From an optimization exercise on the open Yosys and OpenROAD flow, aimed at small area; shortcuts taken in it are not production practice.
Only simulation tests tie the RTL to the original design; equivalence was not proved.
The flow treats the clock pin as an ideal source. Dropping or thinning the clock tree relies on that and would not hold on a real chip.
No activity file was given, so power comes from the tool's default toggle rates.

Design Digital_Clock, start of the top module:
module Digital_Clock(
    input clk,
    input rst,
    input IO_BTN_C, IO_BTN_U, IO_BTN_L, IO_BTN_R, IO_BTN_D,
    input [0:0] IO_SWITCH,
    output [6:0] IO_SSEG, output [3:0] IO_SSEG_SEL,
    output [0:0] IO_LED
    );
For scale: ~290 cells after synthesis, about 54 flip-flops, about 0.0024 mm² of cells after synthesis.
clock: 10.0 ns
lec_check: 0
cap_margin: 20
core_margin: 2
core_utilization: 60
place_density: 0.75
slew_margin: 20
standard.sh (not shown) runs the stock make flow with config.mk's settings and CLKGATE_MAP_FILE= SYNTH_SCRIPT=/design/flow/synth_recipe.tcl, a recipe that flattens the netlist after the stock synthesis.
==> flow/flow/run.sh <==
#!/bin/bash
# Own layout flow: the standard ORFS flow (standard.sh), with three changes:
#  - synthesis maps the logic with flow/abc_deep.script (deeper area-oriented
#    ABC optimisation) instead of ORFS's ABC script, and leaves adders to ABC
#    (no separate half/full adder cells); registers come out exactly as in
#    the standard synthesis;
#  - port buffers use sky130_fd_sc_hd__buf_1;
#  - CTS does not add dummy loads.
set -euo pipefail
W=$PWD
cp flow/abc_deep.script abc_deep.script
{
  echo "proc abc {args} {"
  echo "  set i [lsearch -exact \$args -script]"
  echo "  if {\$i >= 0} { lset args [expr {\$i + 1}] $W/abc_deep.script }"
  echo "  yosys abc {*}\$args"
  echo "}"
  echo "source $W/synth_recipe.tcl"
} > own_synth.tcl
bash standard.sh SYNTH_SCRIPT=$W/own_synth.tcl ADDER_MAP_FILE= \
  "BUFFER_PORTS_ARGS=-buffer_cell sky130_fd_sc_hd__buf_1" \
  "CTS_ARGS=-sink_clustering_enable -repair_clock_nets -dont_use_dummy_load" \
  finish > flow.log 2>&1
==> flow/flow/abc_deep.script <==
strash
&get -n
&deepsyn -T 20
&put
dch -f
amap
topo
The starting point completed without violations.
==> next run, changes <==
--- a/flow/flow/run.sh
+++ b/flow/flow/run.sh
@@ -21,3 +21,3 @@
   "BUFFER_PORTS_ARGS=-buffer_cell sky130_fd_sc_hd__buf_1" \
-  "CTS_ARGS=-sink_clustering_enable -repair_clock_nets -dont_use_dummy_load" \
+  "CTS_ARGS=-sink_clustering_enable -repair_clock_nets -dont_use_dummy_load -buf_list sky130_fd_sc_hd__clkbuf_8 -root_buf sky130_fd_sc_hd__clkbuf_8 -sink_clustering_size 28 -sink_clustering_max_diameter 120" \
   finish > flow.log 2>&1
--- a/flow/config.mk
+++ b/flow/config.mk
@@ -9,4 +9,4 @@
 export CORE_MARGIN = 2
-export CORE_UTILIZATION = 60
-export PLACE_DENSITY = 0.75
+export CORE_UTILIZATION = 35
+export PLACE_DENSITY = 0.6
 export SLEW_MARGIN = 20
=>
- The changed run completed with no timing, DRC or antenna violations
- final area grows by 1.4%
- synthesized cell count is unchanged
- maximum frequency is about the same
- power stays flat
- die area goes up by 67%
- cell count climbs by 8.0%
- synthesized area is unchanged
- routed wire length climbs by 4.0%
==> next run, changes <==
--- a/flow/flow/run.sh
+++ b/flow/flow/run.sh
@@ -21,3 +21,3 @@
   "BUFFER_PORTS_ARGS=-buffer_cell sky130_fd_sc_hd__buf_1" \
-  "CTS_ARGS=-sink_clustering_enable -repair_clock_nets -dont_use_dummy_load -buf_list sky130_fd_sc_hd__clkbuf_8 -root_buf sky130_fd_sc_hd__clkbuf_8 -sink_clustering_size 28 -sink_clustering_max_diameter 120" \
+  "CTS_ARGS=-sink_clustering_enable -repair_clock_nets -dont_use_dummy_load" \
   finish > flow.log 2>&1
What happened:
- setup slack is unchanged
- design area is unchanged
- worst hold slack is unchanged
- total power does not change
- cell count is unchanged
- maximum frequency stays the same
- synthesized cell count does not change
==> next run, changes <==
--- a/flow/flow/run.sh
+++ b/flow/flow/run.sh
@@ -21,3 +21,3 @@
   "BUFFER_PORTS_ARGS=-buffer_cell sky130_fd_sc_hd__buf_1" \
-  "CTS_ARGS=-sink_clustering_enable -repair_clock_nets -dont_use_dummy_load" \
+  "CTS_ARGS=-sink_clustering_enable -repair_clock_nets -dont_use_dummy_load -buf_list sky130_fd_sc_hd__clkbuf_4 -root_buf sky130_fd_sc_hd__clkbuf_8 -sink_clustering_size 10 -sink_clustering_max_diameter 50" \
   finish > flow.log 2>&1
The changed run finished with timing, DRC and antenna clean; final cell count does not change; power stays the same; count of clock-buffer cells in the layout does not change; first-iteration DRC count stays the same; area after synthesis is unchanged; clock power stays flat; synthesized cell count does not change; design area stays the same; combinational power is about the same; worst setup slack is unchanged; wire length stays the same.

---

== lagoon ==
Another version of the RTL of Digital_Clock (not shown whole).
Size in the first run: about 54 flip-flops, ~20 I/O pins.
export LEC_CHECK = 0
export CAP_MARGIN = 20
export CORE_MARGIN = 2
export CORE_UTILIZATION = 60
export PLACE_DENSITY = 0.75
export SLEW_MARGIN = 20
create_clock -name core_clock -period 10.0 [get_ports {clk}]
==> flow/flow/run.sh <==
#!/bin/bash
# Own layout flow: the standard ORFS flow (standard.sh), with three changes:
#  - synthesis maps the logic with flow/abc_deep.script (deeper area-oriented
#    ABC optimisation) instead of ORFS's ABC script, and leaves adders to ABC
#    (no separate half/full adder cells); registers come out exactly as in
#    the standard synthesis;
#  - port buffers use sky130_fd_sc_hd__buf_1;
#  - after CTS, flow/own_cts.tcl (POST_CTS_TCL hook) replaces the clock
#    tree with two clkbuf_16 leaf buffers fed straight from the clock port.
set -euo pipefail
W=$PWD
cp flow/abc_deep.script abc_deep.script
{
  echo "proc abc {args} {"
  echo "  set i [lsearch -exact \$args -script]"
  echo "  if {\$i >= 0} { lset args [expr {\$i + 1}] $W/abc_deep.script }"
  echo "  yosys abc {*}\$args"
  echo "}"
  echo "source $W/synth_recipe.tcl"
} > own_synth.tcl
bash standard.sh SYNTH_SCRIPT=$W/own_synth.tcl ADDER_MAP_FILE= \
  "BUFFER_PORTS_ARGS=-buffer_cell sky130_fd_sc_hd__buf_1" \
  "CTS_ARGS=-sink_clustering_enable -repair_clock_nets -dont_use_dummy_load" \
  POST_CTS_TCL=$W/flow/own_cts.tcl \
  finish > flow.log 2>&1
==> flow/flow/own_cts.tcl <==
# POST_CTS_TCL hook: replace the clock tree TritonCTS built with K leaf
# buffers driven straight from the clock port (the port then feeds K <= 4
# cell pins). Flip-flops are grouped into K clusters by position (k-means)
# and each cluster gets one buffer at its centre. All registers still see
# the same clock path (port -> one buffer), so no register is skewed on
# purpose.
proc own_clock_tree {K bufname} {
  set block [ord::get_db_block]
  set db [ord::get_db]
  set clk [$block findNet clk]
  # walk the tree from the port: clock cells to remove, register pins to keep
  set sinks {}
  set tree {}
  set todo [list $clk]
  while {[llength $todo]} {
    set net [lindex $todo 0]; set todo [lrange $todo 1 end]
    foreach it [$net getITerms] {
      if {![$it isInputSignal]} continue
      set inst [$it getInst]
      set m [[$inst getMaster] getName]
      if {[string match "*__clkbuf_*" $m] || [string match "*__clkinv_*" $m] || [string match "*__buf_*" $m] || [string match "*__inv_*" $m]} {
        lappend tree $inst
        foreach o [$inst getITerms] {
          if {[$o isOutputSignal] && [$o getNet] != "NULL"} { lappend todo [$o getNet] }
        }
      } else {
        lappend sinks $it
      }
    }
  }
  set oldnets {}
  foreach inst $tree {
    foreach o [$inst getITerms] { if {[$o isOutputSignal] && [$o getNet] != "NULL"} { lappend oldnets [$o getNet] } }
    odb::dbInst_destroy $inst
  }
  foreach it $sinks { $it disconnect }
  foreach net $oldnets { odb::dbNet_destroy $net }
  set pts {}
  foreach it $sinks {
    set b [[$it getInst] getBBox]
    lappend pts [list [expr {([$b xMin] + [$b xMax]) / 2.0}] [expr {([$b yMin] + [$b yMax]) / 2.0}]]
  }
  set n [llength $pts]
  set sorted [lsort -real -index 0 $pts]
  set cents {}
  for {set k 0} {$k < $K} {incr k} { lappend cents [lindex $sorted [expr {int(($k + 0.5) * $n / $K)}]] }
  for {set iter 0} {$iter < 50} {incr iter} {
    set assign {}
    foreach p $pts {
      set best 0; set bd 1e30
      for {set k 0} {$k < $K} {incr k} {
        set c [lindex $cents $k]
        set d [expr {abs([lindex $p 0] - [lindex $c 0]) + abs([lindex $p 1] - [lindex $c 1])}]
        if {$d < $bd} { set bd $d; set best $k }
      }
      lappend assign $best
    }
    set nc {}
    for {set k 0} {$k < $K} {incr k} {
      set sx 0; set sy 0; set c 0
      foreach p $pts a $assign {
        if {$a == $k} { set sx [expr {$sx + [lindex $p 0]}]; set sy [expr {$sy + [lindex $p 1]}]; incr c }
      }
      if {$c > 0} { lappend nc [list [expr {$sx / $c}] [expr {$sy / $c}]] } else { lappend nc [lindex $cents $k] }
    }
    set cents $nc
  }
  set master [$db findMaster $bufname]
  for {set k 0} {$k < $K} {incr k} {
    set inst [odb::dbInst_create $block $master "clkleaf_$k"]
    set net [odb::dbNet_create $block "clknet_leaf_$k"]
    $net setSigType CLOCK
    [$inst findITerm A] connect $clk
    [$inst findITerm X] connect $net
    set c [lindex $cents $k]
    $inst setLocation [expr {int([lindex $c 0])}] [expr {int([lindex $c 1])}]
    $inst setPlacementStatus PLACED
    set cnt 0
    foreach it $sinks a $assign { if {$a == $k} { $it connect $net; incr cnt } }
    puts "own clock tree: leaf $k ($bufname) drives $cnt clock pins"
  }
  puts "own clock tree: removed [llength $tree] TritonCTS cells"
}
own_clock_tree 2 sky130_fd_sc_hd__clkbuf_16
detailed_placement
check_placement -verbose
estimate_parasitics -placement
Scripts as last shown in full above: flow/flow/abc_deep.script
Having completed the whole flow, lagoon delivered a layout that passed the timing, DRC and antenna checks.
Edits applied to the flow inputs when going from lagoon to yarrow:
--- a/flow/config.mk
+++ b/flow/config.mk
@@ -8 +8 @@
-export CAP_MARGIN = 20
+export CAP_MARGIN = 0
@@ -12 +12 @@
-export SLEW_MARGIN = 20
+export SLEW_MARGIN = 0
Findings:
- Between yarrow and lagoon, it is yarrow whose total placed instance area is higher, by 33 um^2.
- Comparing the two runs side by side, yarrow comes out behind lagoon on die area.
- The worst hold margin of yarrow was inferior to that of lagoon.
- Compare lagoon and yarrow | sequential share of the synthesized area higher: lagoon
Relative to yarrow, the following input files were edited for fjord:
--- a/flow/flow/run.sh
+++ b/flow/flow/run.sh
@@ -9 +9 @@
-#    tree with two clkbuf_16 leaf buffers fed straight from the clock port.
+#    tree with three clkbuf_8 leaf buffers fed straight from the clock port.
--- a/flow/flow/own_cts.tcl
+++ b/flow/flow/own_cts.tcl
@@ -4 +4,2 @@
-# and each cluster gets one buffer at its centre. All registers still see
+# (balanced: at most ceil(n/K) each) and each cluster gets one buffer at
+# its centre. All registers still see
@@ -46,0 +48,2 @@
+  # k-means with a cap on cluster size (balanced clusters)
+  set cap [expr {($n + $K - 1) / $K}]
@@ -48 +51,3 @@
-    set assign {}
+    # all (distance, point, cluster) pairs, assigned greedily by distance
+    set pairs {}
+    set i 0
@@ -50 +54,0 @@
-      set best 0; set bd 1e30
@@ -53,2 +57 @@
-        set d [expr {abs([lindex $p 0] - [lindex $c 0]) + abs([lindex $p 1] - [lindex $c 1])}]
-        if {$d < $bd} { set bd $d; set best $k }
+        lappend pairs [list [expr {abs([lindex $p 0] - [lindex $c 0]) + abs([lindex $p 1] - [lindex $c 1])}] $i $k]
@@ -56 +59,10 @@
-      lappend assign $best
+      incr i
+    }
+    set pairs [lsort -real -index 0 $pairs]
+    set assign [lrepeat $n -1]
+    set size [lrepeat $K 0]
+    foreach pr $pairs {
+      lassign $pr d i k
+      if {[lindex $assign $i] >= 0 || [lindex $size $k] >= $cap} continue
+      lset assign $i $k
+      lset size $k [expr {[lindex $size $k] + 1}]
@@ -84 +96 @@
-own_clock_tree 2 sky130_fd_sc_hd__clkbuf_16
+own_clock_tree 3 sky130_fd_sc_hd__clkbuf_8
--- a/flow/config.mk
+++ b/flow/config.mk
@@ -8 +8 @@
-export CAP_MARGIN = 0
+export CAP_MARGIN = 20
@@ -12 +12 @@
-export SLEW_MARGIN = 0
+export SLEW_MARGIN = 20
- Core utilization: fjord lower than yarrow
- No stage failed in fjord, and the final checks on the layout all came back clean.
- Re met3 routing resource usage after global routing: fjord and yarrow aren't equal, and the higher value belongs to fjord.
- Synthesized cell count down 10 in fjord wrt yarrow
In every run of this note, the design's own scripts or RTL, not TritonCTS, make the clock network.

-- afterwards: timing with drivers on the ports --
How much do the figures lean on ideal ports? The routed layouts below were timed once more, with nothing changed but the port constraints.
Step 1 sets driving cells, clkbuf_16 on the clock port and buf_2 on the other inputs (assumed; they add their load-dependent delay and slew).
Step 2 moves the port delays by t, midway between the first and last clock arrival at a register: inputs arrive t later, outputs are due t later. That takes back most of the time a late clock gives input paths.
Slacks: ideal ports / drivers / drivers and shift; pairs: ideal ports / drivers.
| run | shift t [ns] | setup WS [ns] | worst data-port slew with drivers (ns) | cell pins on the clock port's net |
|---|---|---|---|---|
| the first run of note 1 | 0.331 | 6.078 / 6.050 / 6.227 | 0.03 | 1 |
| the second run of note 1 | 0.322 | 6.088 / 6.060 / 6.238 | 0.03 | 1 |
| the third run of note 1 | 0.322 | 6.088 / 6.060 / 6.238 | 0.03 | 1 |
| the fourth run of note 1 | 0.322 | 6.088 / 6.060 / 6.238 | 0.03 | 1 |
| lagoon | 0.206 | 6.310 / 6.263 / 6.397 | 0.03 | 2 |
| yarrow | 0.204 | 6.184 / 6.139 / 6.343 | 0.03 | 2 |
| fjord | 0.207 | 6.294 / 6.246 / 6.402 | 0.03 | 3 |
After both steps setup and hold are still met in every run listed.
